This design comes from an exercise in tuning for small area, a short achievable clock period and few clock cycles per item on the open sky130 flow, not from production work. Function was checked by simulation only, so behaviour that the tests miss may differ from the original. No activity file was given, so power comes from the tool's default toggle rates.

$ cat flow/design.v
module CORDIC_rotation(clk, reset, operands_val, out_valid, cos, sin, x_start, y_start, angle, ready, count_eq_15);
   input clk;
   input reset;
   input operands_val;
   input signed [15:0] x_start, y_start;
   input signed [15:0] angle;
   output signed [15:0] sin, cos;
   output out_valid;
   output count_eq_15;
   output ready; 
  localparam IDLE = 2'd0;
  localparam BUSY = 2'd1;
  localparam DONE = 2'd2;
  reg signed [15:0] atan_out;
  reg signed [15:0] x_reg;
  reg signed [15:0] y_reg;
  reg signed [15:0] theta_reg;
  wire [15:0] x_mux_out, y_mux_out, theta_mux_out;
  reg [15:0] x_add_out, y_add_out, theta_add_out;
  reg [15:0] x_shift, y_shift;
  reg [3:0] count;
  wire [3:0] address; 
  reg [1:0] state, state_next; 
  wire count_en;
  assign address = count;
  always @(*)
     begin
       case(address)
        4'd0:  atan_out = 'b0000011001001000 ;
        4'd1:  atan_out = 'b0000001110110110;  
        4'd2:  atan_out = 'b0000000111110110; 
        4'd3:  atan_out = 'b0000000011111111;
        4'd4:  atan_out = 'b0000000010000000 ;
        4'd5:  atan_out = 'b0000000001000000;
        4'd6:  atan_out = 'b0000000000100000;
        4'd7:  atan_out = 'b0000000000010000;
        4'd8:  atan_out = 'b0000000000001000;
        4'd9:  atan_out = 'b0000000000000100;
        4'd10: atan_out = 'b0000000000000010;
        4'd11: atan_out = 'b0000000000000001;
        4'd12: atan_out = 'b0000000000000000;
        4'd13: atan_out = 'b0000000000000000 ;
        4'd14: atan_out = 'b0000000000000000 ;
        4'd15: atan_out = 'b0000000000000000 ;  
       endcase    
   end              
 assign x_mux_out = (state == IDLE) ? x_start : x_add_out; 
 assign y_mux_out = (state == IDLE) ? y_start : y_add_out;
 assign theta_mux_out = (state == IDLE) ? angle : theta_add_out;   
 assign count_eq_15 = (count == 4'd15);
 assign out_valid = (state == DONE);
 assign count_en = (state == BUSY);
 assign ready = (state == IDLE);  
 assign cos = x_reg;
 assign sin = y_reg;  
  always@(*)
    begin
      case(count)
        0: begin
          x_shift={x_reg[15:0]};
          y_shift={y_reg[15:0]};
           end
        1: begin
          x_shift={x_reg[15:1]};
          y_shift={y_reg[15:1]};
           end
        2: begin
          x_shift={x_reg[15:2]};
          y_shift={y_reg[15:2]};
           end
        3: begin
          x_shift={x_reg[15:3]};
          y_shift={y_reg[15:3]};
           end
        4: begin
          x_shift={x_reg[15:4]};
          y_shift={y_reg[15:4]};
           end
        5: begin
          x_shift={x_reg[15:5]};
          y_shift={y_reg[15:5]};
           end
        6: begin
          x_shift={x_reg[15:6]};
          y_shift={y_reg[15:6]};
           end
        7: begin
          x_shift={x_reg[15:7]};
          y_shift={y_reg[15:7]};
           end
        8: begin
          x_shift={x_reg[15:8]};
          y_shift={y_reg[15:8]};
           end
        9: begin
          x_shift={x_reg[15:9]};
          y_shift={y_reg[15:9]};
           end
        10: begin
          x_shift={x_reg[15:10]};
          y_shift={y_reg[15:10]};
           end
        11: begin
          x_shift={x_reg[15:11]};
          y_shift={y_reg[15:11]};
           end
        12: begin
          x_shift={x_reg[15:12]};
          y_shift={y_reg[15:12]};
           end
        13: begin
          x_shift={x_reg[15:13]};
          y_shift={y_reg[15:13]};
           end
        14: begin
          x_shift={x_reg[15:14]};
          y_shift={y_reg[15:14]};
           end
        15: begin
          x_shift={x_reg[15]};
          y_shift={y_reg[15]};
           end
      endcase
    end
 always @ (*)
   if (theta_reg[15] == 1)
      begin
        x_add_out = x_reg + y_shift;
        y_add_out = y_reg - x_shift;
        theta_add_out = theta_reg + atan_out;
       end   
      else
       begin
        x_add_out = x_reg - y_shift;
        y_add_out = y_reg + x_shift;
        theta_add_out = theta_reg - atan_out;
       end    
   always @(posedge clk)
    if(reset)
      begin
      x_reg <= 0;
      y_reg <= 0;
      theta_reg <= 0;
      end
    else
      begin
       x_reg <= x_mux_out;
       y_reg <= y_mux_out;
       theta_reg <= theta_mux_out;
      end 
 always @(*)  
  begin
  case (state)
    IDLE :
      if (operands_val)
        state_next = BUSY;
      else
        state_next = IDLE;
    BUSY :
      if (count_eq_15)
        state_next = DONE;
      else
        state_next = BUSY;
    DONE :
        state_next = IDLE; 
    default :
        state_next = IDLE;
  endcase
 end
   always @(posedge clk)
    if(reset)
      state <= IDLE;
    else
      state <= state_next;       
   always @(posedge clk)
     if(count_en)
      count <= count + 1;
    else
      count <= 0;
endmodule
module CORDIC_vectoring(clk, reset, operands_val, out_valid, A, B, theta, ready, count_eq_15);
   parameter width = 16;
   input clk;
   input reset;
   input operands_val;
   input signed [width-1:0] A, B;
   output signed [width-1:0] theta;
   output out_valid;
   output ready; 
   output count_eq_15;
  localparam IDLE = 2'd0;
  localparam BUSY = 2'd1;
  localparam DONE = 2'd2;
  reg signed [width-1:0] atan_out;
  reg signed [width-1:0] x_reg;
  reg signed [width-1:0] y_reg;
  reg signed [width-1:0] A_reg;
  reg signed [width-1:0] theta_reg;
  wire [width-1:0] x_mux_out, y_mux_out, theta_mux_out, A_mux_out;
  reg [width-1:0] x_add_out, y_add_out, theta_add_out;
  reg [width-1:0] x_shift, y_shift;
  reg [3:0] count;
  wire [3:0] address; 
  reg [1:0] state, state_next; 
  wire count_en;
  wire x_gt_A;
  assign address = count;
  always @(*)
     begin
       case(address)
        4'd0:  atan_out = 'b0000011001001000 ;
        4'd1:  atan_out = 'b0000001110110110;  
        4'd2:  atan_out = 'b0000000111110110; 
        4'd3:  atan_out = 'b0000000011111111;
        4'd4:  atan_out = 'b0000000010000000 ;
        4'd5:  atan_out = 'b0000000001000000;
        4'd6:  atan_out = 'b0000000000100000;
        4'd7:  atan_out = 'b0000000000010000;
        4'd8:  atan_out = 'b0000000000001000;
        4'd9:  atan_out = 'b0000000000000100;
        4'd10: atan_out = 'b0000000000000010;
        4'd11: atan_out = 'b0000000000000001;
        4'd12: atan_out = 'b0000000000000000;
        4'd13: atan_out = 'b0000000000000000 ;
        4'd14: atan_out = 'b0000000000000000 ;
        4'd15: atan_out = 'b0000000000000000 ;  
       endcase    
   end                     
 assign x_mux_out = (state == IDLE) ? B : x_add_out; 
 assign y_mux_out = (state == IDLE) ? 0 : y_add_out;
 assign A_mux_out = (state==IDLE) ? A : A_reg;
 assign theta_mux_out = (state == IDLE) ? 0 : theta_add_out;   
 assign out_valid = (state == DONE) ;
 assign count_en = (state == BUSY);
 assign ready = (state == IDLE);  
 assign x_gt_A = (x_reg>A_reg);
 assign count_eq_15 = (count == 4'd15);
 assign theta = theta_reg;
  always@(*)
    begin
      case(count)
        0: begin
          x_shift={x_reg[15:0]};
          y_shift={y_reg[15:0]};
           end
        1: begin
          x_shift={x_reg[15:1]};
          y_shift={y_reg[15:1]};
           end
        2: begin
          x_shift={x_reg[15:2]};
          y_shift={y_reg[15:2]};
           end
        3: begin
          x_shift={x_reg[15:3]};
          y_shift={y_reg[15:3]};
           end
        4: begin
          x_shift={x_reg[15:4]};
          y_shift={y_reg[15:4]};
           end
        5: begin
          x_shift={x_reg[15:5]};
          y_shift={y_reg[15:5]};
           end
        6: begin
          x_shift={x_reg[15:6]};
          y_shift={y_reg[15:6]};
           end
        7: begin
          x_shift={x_reg[15:7]};
          y_shift={y_reg[15:7]};
           end
        8: begin
          x_shift={x_reg[15:8]};
          y_shift={y_reg[15:8]};
           end
        9: begin
          x_shift={x_reg[15:9]};
          y_shift={y_reg[15:9]};
           end
        10: begin
          x_shift={x_reg[15:10]};
          y_shift={y_reg[15:10]};
           end
        11: begin
          x_shift={x_reg[15:11]};
          y_shift={y_reg[15:11]};
           end
        12: begin
          x_shift={x_reg[15:12]};
          y_shift={y_reg[15:12]};
           end
        13: begin
          x_shift={x_reg[15:13]};
          y_shift={y_reg[15:13]};
           end
        14: begin
          x_shift={x_reg[15:14]};
          y_shift={y_reg[15:14]};
           end
        15: begin
          x_shift={x_reg[15]};
          y_shift={y_reg[15]};
           end
      endcase
    end
 always @ (*)
   if (x_gt_A)
      begin
        x_add_out = x_reg - y_shift;
        y_add_out = y_reg + x_shift;
        theta_add_out = theta_reg + atan_out;
       end   
      else
       begin
        x_add_out = x_reg + y_shift;
        y_add_out = y_reg - x_shift;
        theta_add_out = theta_reg - atan_out;
       end                        
   always @(posedge clk)
    if(reset)
      begin
      x_reg <= 0;
      y_reg <= 0;
      A_reg <= A_mux_out;
      theta_reg <= 0;
      end
    else
      begin
       x_reg <= x_mux_out;
       y_reg <= y_mux_out;
       A_reg <= A_mux_out;
       theta_reg <= theta_mux_out;
      end 
 always @(*)  
  begin
  case (state)
    IDLE :
      if (operands_val)
        state_next = BUSY;
      else
        state_next = IDLE;
    BUSY :
      if (count_eq_15)
        state_next = DONE;
      else
        state_next = BUSY;
    DONE :
        state_next = IDLE;
    default :
        state_next = IDLE;
  endcase
 end
   always @(posedge clk)
    if(reset)
      state <= IDLE;
    else
      state <= state_next;       
   always @(posedge clk)
     if(count_en)
      count <= count + 1;
    else
      count <= 0;
endmodule
module scale_num(
  input clk,reset,ack,
  input signed [15:0] num,
  input inp_valid,
  output reg signed [15:0] X_scaled,
  output reg [2:0] k,
  output out_valid, ready, shift_sig
);
  localparam IDLE = 2'b00;
  localparam BUSY = 2'b01;
  localparam DONE = 2'b10;
  reg [1:0] state,next_state;
  assign out_valid = (state==DONE);
  assign ready = (state == IDLE);
  assign shift_sig = (X_scaled<=16'h066e) & (state==BUSY);  
  reg [1:0] mux_sig;
  wire signed [15:0] X_shift_2 = X_scaled>>>2;  
  reg signed [15:0] mux_out;
  reg [2:0] k_mux_out; 
  always@(*)
    begin
      if(inp_valid && state==IDLE)
        k_mux_out=0;
      else if(state==BUSY)
        begin
          if(!shift_sig)
            k_mux_out=k+1;
          else
            k_mux_out=k;
        end
      else
        k_mux_out=k;
    end
  always@(*)
    begin
      case(state)
        IDLE: 
          begin
            if(inp_valid) next_state=BUSY;
            else next_state=IDLE;
          end
        BUSY: 
          begin
            if(shift_sig)
              next_state=DONE;
            else
              next_state=BUSY;
          end
        DONE: 
          begin
            if (ack) next_state=IDLE;
            else next_state=DONE;
          end
        default:
          next_state=IDLE;
      endcase
    end
  always@(*)
    begin
      case(state)
        IDLE: 
          mux_sig=0;
        BUSY:
          begin
            if(!shift_sig)
              mux_sig=1;
            else
              mux_sig=2;
          end
        DONE: 
          mux_sig=2;
        default:
          mux_sig=2;
      endcase
    end
    always@(*)
      begin
        case(mux_sig)
          0: mux_out=num;
          1: mux_out= X_shift_2;
          2: mux_out=X_scaled; 
          default: mux_out=X_scaled;
        endcase
      end
   always@(posedge clk)
     begin
       if(reset)
         begin
           state<=IDLE;
           X_scaled<=0;
           k<=0;
         end
       else
         begin
           state<=next_state;
           X_scaled<=mux_out;
           k<=k_mux_out;
         end
     end
endmodule
module output_scaling
  (
	input clk,reset,
    input inp_valid,
    input [2:0] k,
    input signed [15:0] rot_inp,
    output reg signed [15:0] out,
    output reg out_valid
);
  wire signed [15:0] rot_shifted;
  assign rot_shifted=rot_inp<<k;  
  always@(posedge clk)
    if(reset)
      begin
        out_valid<=0;
        out<=0;
      end
    else
      begin
        out_valid<=inp_valid;
        if (inp_valid)
          out<=rot_shifted;
        else
          out<=0;
      end
endmodule
module cordic_division(
  input clk,reset,
  input operands_val,
  input signed [15:0] A,
  output signed [15:0] sqrt_x,
  output ready, sqrt_valid);
  reg[1:0] state, state_next;
  parameter width=16;
  wire signed [15:0] X_scaled;
  wire [2:0] k;
  wire scale_valid, shift_sig;  
  wire scale_ready, out_scale_valid;  
  scale_num scale_num(
    .clk(clk),.reset(reset),.ack(sqrt_valid),
    .num(A),
    .inp_valid(operands_val),
    .X_scaled(X_scaled),
    .k(k),
    .out_valid(scale_valid), .ready(scale_ready), .shift_sig(shift_sig)
  );
  localparam signed val_1 = 16'hf800;  
  wire signed [15:0] x_2_1 = (X_scaled<<1) + val_1;  
  wire beta_valid;
  wire signed [15:0] beta;
  wire vect_ready;
  wire count_eq_15;
  CORDIC_vectoring CORDIC_vectoring(
  	.clk(clk),.reset(reset),
    .operands_val(shift_sig),.out_valid(beta_valid),
    .A(x_2_1), .B(16'h04dc), 
    .theta(beta), .ready(vect_ready),.count_eq_15(count_eq_15)
  );
  wire rot_ready;
  wire signed [15:0] rot_x_start=16'h04dc;
  wire signed [15:0] rot_y_start=16'h0;
  wire signed [15:0] rot_sin;
  wire rot_valid;
  wire count_2_eq_15;
  wire signed [15:0] rot_out;
  CORDIC_rotation CORDIC_rotation(
    .clk(clk),.reset(reset),
    .operands_val(count_eq_15),.out_valid(rot_valid),
    .cos(rot_out),.sin(rot_sin),
    .x_start(rot_x_start),.y_start(rot_y_start),
    .angle(beta>>>1),.ready(rot_ready), .count_eq_15(count_2_eq_15)
  );
  output_scaling output_scaling(
    .clk(clk),.reset(reset),
    .inp_valid(count_2_eq_15),
    .k(k),
    .rot_inp(rot_out),
    .out(sqrt_x),
    .out_valid(out_scale_valid)
);
  localparam IDLE = 2'd0;
  localparam BUSY = 2'd1;
  localparam DONE = 2'd2;
  assign ready = (state==IDLE);
  assign sqrt_valid = (state==DONE);
  always @(*)  
  begin
  case (state)
    IDLE :
      if (operands_val)
        state_next = BUSY;
      else
        state_next = IDLE;
    BUSY :
      if (count_2_eq_15)
        state_next = DONE;
      else
        state_next = BUSY;
    DONE :
        state_next = IDLE; 
    default :
        state_next = IDLE;
  endcase
 end 
   always @(posedge clk)
    if(reset)
      state <= IDLE;
    else
      state <= state_next;
endmodule
$ cat flow/run.sh
#!/bin/bash
# synth_recipe.tcl (not shown) runs the flow's synth.tcl, then flattens the netlist and writes it again
# the make line also repeats each setting of config.mk as NAME=value (left out here)
make -C /OpenROAD-flow-scripts/flow DESIGN_CONFIG=/design/flow/config.mk WORK_HOME=/design/flow/orfs CLKGATE_MAP_FILE= SYNTH_SCRIPT=/design/flow/synth_recipe.tcl finish
$ cat flow/config.mk
export PLATFORM = sky130hd
export DESIGN_NAME = cordic_division
export DESIGN_NICKNAME = cordic_division
export VERILOG_FILES = /design/flow/design.v
export SDC_FILE = /design/flow/constraint.sdc
export NUM_CORES = 4
export LEC_CHECK = 0
export CAP_MARGIN = 20
export CORE_MARGIN = 2
export CORE_UTILIZATION = 40
export SLEW_MARGIN = 20
$ cat flow/constraint.sdc
create_clock -name core_clock -period 4.8 [get_ports {clk}]
set_input_delay 0.9600 -clock core_clock [delete_from_list [all_inputs] [get_ports {clk}]]
set_output_delay 0.9600 -clock core_clock [all_outputs]
set_load 0.01 [all_outputs]
==> out/results.tsv <==
metric	value	unit
status	no timing/DRC/antenna violations	
critPathLaunchType	flip-flop	
yosys.area.top_type_share	20.7	%
power	5.87	mW
rsz0062_at_grt	true	
fill_cells	3975	
yosysSeqAreaShare	23.4	%
fin_skew	0.0152	ns
ys_seq_elements	184	
gp_congestion	0.940	
finalCritPeriodShare	95.2	%
vias_per_cell	5.93	
place_inst	2664	
ir_drop	0.000259	V
cts-root-buf	clkbuf_16	
area.growth.synth_to_final	15.2	%
setup_ws	0.229	ns
crit_type	flip-flop to flip-flop	
critical_path_required	5.15	ns
num_antenna_cells	0	
initial_core_util	40.3	%
pin_count	37	
die_h	206	µm
die_w	206	µm
path_clk_slew	0.08	ns
grt_use_total	24.3	%
holdWs	0.467	ns
worstSetupStartpoint	CORDIC_rotation.count[1]	
leakage	7.41	nW
syn_area	0.0164	mm²
final_nets	2323	
r2r-start	CORDIC_rotation.count[1]	
final_common_cell	nor2_1	
post-dp-hpwl	38600	µm
routedWlPerCell	19.2	µm
hp-class	flip-flop to flip-flop	
tritoncts	done	
vias	16043	
powerDensity	312	mW/mm²
rows	74	
clk_latency	0.47	ns
clockBufferDepth	2	
layout_common_cells	nor2_1, a21oi_1, nand2_1, dfxtp_1, buf_4	
post-place-ws	0.0585	ns
overflow	0	
drc	0	
wl	51900	µm
period_needed	4.57	ns
yosys_warnings	5	
setup_viol_count_final	0	
antenna_found_initial	0	
grt_pass1_wl	81600	µm
place_area	0.0180	mm²
worstPathArrival	4.92	ns
firstDrtPassIters	8	
synth_cell_types	91	
portBuffers	36	
ys_top_cells_by_area	dfxtp_1, ha_1, a21oi_1, xnor2_1, nor2_1	
synthCells	2089	
ant_nets	0	
cts_made_buffers	17	
dieArea	0.0425	mm²
slew_viol_final	0	
hold_start	CORDIC_vectoring.state[1]	
cts_sinks	184	
hold_viol	0	
crit_fanout	9	
final_cells	2705	
grt_pass1_vias	14982	
tightest_slew	1.10	ns
avgSynthCellArea	7.83	µm²
core_area	0.0406	mm²
fin_area	0.0189	mm²
fin_util	46.4	%
async_reset_ff_share	0	%
cp-end-kind	flip-flop	
dr.first_iter.drc_count	1745	
synthFlopType	dfxtp_1	
yosys.area.top_type	dfxtp_1	
drive_above_1_share	13.9	%
setup-tns-final	0	ns
max_freq	219	MHz
htreeDepth	4	
synth_edf_count	15	
grt_max_degree	39	
maxSlewHeadroom	26.0	%
synth_fp_nets	2252	
max_cap_viol_count	0	
==> final cells by class <==
cell class | instances | area, µm² | area share, %
clock inverter | 15 | 193 | 1.02
tap | 532 | 666 | 3.53
sequential | 184 | 3850 | 20.4
clock buffer | 17 | 425 | 2.26
inverter | 86 | 323 | 1.71
timing repair buffer | 201 | 1740 | 9.25
multi-input combinational | 1670 | 11700 | 61.8
==> kinds of logic (layout without fill, tap and decap cells) <==
| logic type | Yosys count | after routing | synth area share (%) |
|---|---|---|---|
| adder cells (fa/ha/maj) | 144 | 144 | 11.3 |
| AO/OA/AOI/OAI | 631 | 631 | 26.1 |
| multiplexers | 60 | 60 | 4.31 |
| XOR/XNOR | 159 | 159 | 8.51 |
| buffers and inverters | 235 | 319 | 6.22 |
| flip-flops | 184 | 184 | 23.4 |
| AND/OR/NAND/NOR | 676 | 676 | 20.2 |
==> final timing paths <==
kind,to,slack (ns),cells after the start
setup / recovery,CORDIC_rotation.y_reg[15],0.23,22
hold / removal,CORDIC_vectoring.state[0],0.47,1
setup reg to reg,CORDIC_rotation.y_reg[15],0.23,22
hold reg to reg,CORDIC_vectoring.state[0],0.47,1
==> critical path, cell delays in order, from the launching register on <==
cell	delay (ns)
dfxtp_2	0.34
inv_1	0.08
ha_2	0.28
buf_4	0.20
buf_4	0.17
nand2_1	0.09
a21o_1	0.18
mux2_2	0.26
a31oi_1	0.33
buf_4	0.20
nor2_1	0.04
a21oi_1	0.14
xnor2_1	0.15
ha_1	0.30
or2_2	0.29
a21oi_1	0.16
a31oi_1	0.11
a311o_1	0.41
a21oi_2	0.18
o21ai_0	0.10
a21oi_1	0.19
xnor2_1	0.15
nor2_1	0.06
==> where the power goes <==
group | internal (mW) | switching (mW) | leakage [nW] | total [mW]
sequential | 1.68 | 0.129 | 1.54 | 1.81
clock | 0.713 | 0.766 | 0.299 | 1.48
combinational | 1.16 | 1.43 | 5.57 | 2.59
total | 3.55 | 2.33 | 7.41 | 5.87
==> layer usage <==
metal,part of all wire (%),global-route usage [%],up-vias
met3,7.4,3.89,87
met4,2.4,7.91,0
met2,44,37.9,614
li1,-,-,7768
met1,46,34.1,7574
met5,0,0,-
==> Yosys cell counts (18+ instances only) <==
master,count
a221oi_1,21
mux2i_1,30
a21oi_1,194
buf_1,19
a22oi_1,45
nand2b_1,20
a22o_1,26
a222oi_1,25
nor2_1,224
a31oi_1,38
o22ai_1,36
inv_1,86
a21o_1,25
xnor2_1,102
nand2_1,170
nor2b_1,36
ha_1,138
nor3_1,53
dfxtp_1,169
clkbuf_1,77
buf_2,39
a211oi_1,18
o21ai_0,67
mux2_2,23
and3_1,22
nand3_1,43
xor2_1,57
==> repair_timing <==
item | CTS | global route
setup buffers | 0 | 9
endpoints found under the setup margin | 0 | 17
hold buffers | 0 | 0
gates resized for setup | 0 | 46
Testbench counts, summed over its fixed seeds: cycles 59,144, items 1,600.

## port drivers added, routing unchanged
The flow's constraints put no driver on any port. The routed layout listed below was extracted and timed again, unchanged, in two steps.
Step 1: set_driving_cell puts a clkbuf_16 on clk and a buf_2 on each other input, an assumption about the parent block.
Step 2 adds t to the input delays and takes it off the output delays; t is the mean of the earliest and latest rising clock arrival at the registers after step 1. Input paths then give back, and output paths get back, about the clock's delay inside the block.
Slacks: ideal / step 1 / step 2; pairs: ideal / step 1.
t, ns: 0.522
slack for setup (ns): 0.229 / 0.229 / 0.229
worst setup path at the end: register to register
After both steps setup and hold are still met in this run. For this run, drivers alone change the setup slack by 0.000 ns; drivers and shift together by 0.000 ns.
